From an optimization exercise on the open Yosys and OpenROAD flow, aimed at small area; shortcuts taken in it are not production practice. Function was checked by simulation only, so behaviour that the tests miss may differ from the original. Power and IR drop assume default switching activity.

==> 08-22 <==
// LCD_WATCH
module LCD_WATCH(
RESETN,CLK,LCD_E,LCD_RS,LCD_RW,LCD_DATA,
COUNT_U,COUNT_D,COUNT,U,D,
OPTION,SW_A,ALARM,TIMER_END,ALR_ONOFF,SW_T,W_SELECT,P_1,P_1_2,P_2,SW_S);
input RESETN,CLK;
input COUNT_U,COUNT_D,U,D;
input [3:0]OPTION;
input SW_A,SW_T,SW_S;
input W_SELECT;
input [1:0]P_1;
input [1:0]P_1_2,P_2;
output LCD_E,LCD_RS,LCD_RW;
output [7:0] LCD_DATA;
output [3:0] COUNT;
output ALARM,TIMER_END;
output ALR_ONOFF;
reg LCD_RS,LCD_RW;
reg [7:0] LCD_DATA;
reg u_l, u_e, d_l, d_e, cu_l, cu_e, cd_l, cd_e;
reg a_l, a_e, t_l, t_e, w_l, w_e;
reg [1:0] p1_l, p12_l, p2_l;
reg g1_inc, g2a_inc, g2b_inc;
always @(posedge CLK)
begin
	u_l <= U;        u_e <= U & ~u_l;
	d_l <= D;        d_e <= D & ~d_l;
	cu_l <= COUNT_U; cu_e <= COUNT_U & ~cu_l;
	cd_l <= COUNT_D; cd_e <= COUNT_D & ~cd_l;
	a_l <= SW_A;     a_e <= SW_A & ~a_l;
	t_l <= SW_T;     t_e <= SW_T & ~t_l;
	w_l <= W_SELECT; w_e <= W_SELECT & ~w_l;
	p1_l <= P_1;     g1_inc  <= |(P_1 & ~p1_l);
	p12_l <= P_1_2;  g2a_inc <= |(P_1_2 & ~p12_l);
	p2_l <= P_2;     g2b_inc <= |(P_2 & ~p2_l);
end
wire o0 = (OPTION == 4'd0);
wire o1 = (OPTION == 4'd1);
wire o2 = (OPTION == 4'd2);
wire o3 = (OPTION == 4'd3);
wire o6 = (OPTION == 4'd6);
wire o7 = (OPTION == 4'd7);
reg [1:0] cnt;
assign COUNT = {2'b00, cnt};
always @(negedge RESETN or posedge CLK)
	if (!RESETN) cnt <= 2'd0;
	else if (cu_e & ~cd_e) cnt <= cnt + 2'd1;
	else if (~cu_e & cd_e) cnt <= cnt - 2'd1;
wire cs1 = (cnt == 2'd1);
wire cs2 = (cnt == 2'd2);
wire cs3 = (cnt == 2'd3);
reg [9:0] ms;
reg [5:0] sec, min;
  ...
==> flow/config.mk <==
export PLATFORM = sky130hd
export DESIGN_NAME = LCD_WATCH
export DESIGN_NICKNAME = LCD_WATCH
export VERILOG_FILES = /design/flow/design.v
export SDC_FILE = /design/flow/constraint.sdc
export NUM_CORES = 4
export LEC_CHECK = 0
export CAP_MARGIN = 20
export CORE_MARGIN = 2
export CORE_UTILIZATION = 40
export SLEW_MARGIN = 20
==> flow/constraint.sdc <==
create_clock -name core_clock -period 10.0 [get_ports {CLK}]
set_input_delay 2.0000 -clock core_clock [delete_from_list [all_inputs] [get_ports {CLK}]]
set_output_delay 2.0000 -clock core_clock [all_outputs]
set_load 0.01 [all_outputs]
run.sh (not shown) runs the stock make flow with config.mk's settings and CLKGATE_MAP_FILE= SYNTH_SCRIPT=/design/flow/synth_recipe.tcl, a recipe that flattens the netlist after the stock synthesis.
==> inputs of 02-14, as changes to 08-22 <==
==> flow/flow/run.sh (new file) <==
#!/bin/bash
# Layout flow: the standard flow (standard.sh) unchanged, except that Yosys's
# full/half-adder extraction is turned off (ADDER_MAP_FILE empty), so ABC maps the
# counters' arithmetic together with the logic around it. All tool output goes to
# flow.log in this folder (ORFS also keeps its per-step logs under orfs/logs).
set -euo pipefail
bash standard.sh ADDER_MAP_FILE= finish > flow.log 2>&1
==> flow/standard.sh (new file) <==
#!/bin/bash
# synth_recipe.tcl (not shown) runs the flow's synth.tcl, then flattens the netlist and writes it again
# the make line also repeats each setting of config.mk as NAME=value (left out here)
make -C /OpenROAD-flow-scripts/flow DESIGN_CONFIG=/design/flow/config.mk WORK_HOME=/design/flow/orfs CLKGATE_MAP_FILE= SYNTH_SCRIPT=/design/flow/synth_recipe.tcl "${@:-finish}"
Settings changed: ABC_AREA set to 1.
removed: flow/run.sh
==> run notes <==
02-14 produced a clean layout. 08-22 passed the timing, DRC and antenna checks.
Sequential share of layout area: 08-22 is lower than 02-14 (3.2 points).
Of 02-14 and 08-22, 08-22 has the higher final area (gap about 10%, measured against 08-22).
Sequential cell count is the same in 02-14 and 08-22.
Between 08-22 and 02-14, the lower total power is in 08-22 (gap 0.80%, measured against 02-14).
==> figures <==
Status: 02-14 timing/DRC/antenna clean; 08-22 timing/DRC/antenna clean
Capturing point of the worst reg2reg path: 02-14 LCD_DATA[6]; 08-22 LCD_DATA[5]
Switching Share: 02-14 38.4%; 08-22 37.9%
Critical path peak fanout: 02-14 8; 08-22 21
Psw: 02-14 1.37 mW; 08-22 1.34 mW
Number of cells in the design after placement: 02-14 2946; 08-22 2860
Multi-input logic cell count: 02-14 1736; 08-22 1867
Capture point of the critical path: 02-14 LCD_DATA[6]; 08-22 LCD_DATA[5]
Placement-stage cell area: 02-14 16700 um^2; 08-22 18800 um^2
Post-route non-filler standard cell count: 02-14 2999; 08-22 2919

[static timing again, ports no longer ideal]
In the flow no input, the clock included, has a driving cell. The finished layouts below were timed again as built, in two steps.
Step 1: set_driving_cell puts a clkbuf_16 on CLK and a buf_2 on each other input, an assumption about the parent block.
Step 2 also shifts input and output timing later by t, the mid clock arrival at the registers, as if the neighbouring blocks saw the same clock.
Slacks: no drivers / after step 1 / after step 2; pairs: no drivers / after step 1.
| run | t (ns) | setup WS [ns] | worst hold slack (ns) | worst setup path at the end | worst data-port slew with drivers (ns) |
|---|---|---|---|---|---|
| 08-22 | 0.644 | 1.293 / 1.260 / 0.616 | 0.379 / 0.379 / 0.379 | input to register | 0.09 |
| 02-14 | 0.627 | 4.511 / 4.547 / 3.919 | 0.379 / 0.379 / 0.379 | input to register | 0.04 |
After both steps every run listed still meets setup and hold. The setup slack of 08-22, which loses most, moves by -0.033 ns with the drivers and by -0.677 ns with both steps.
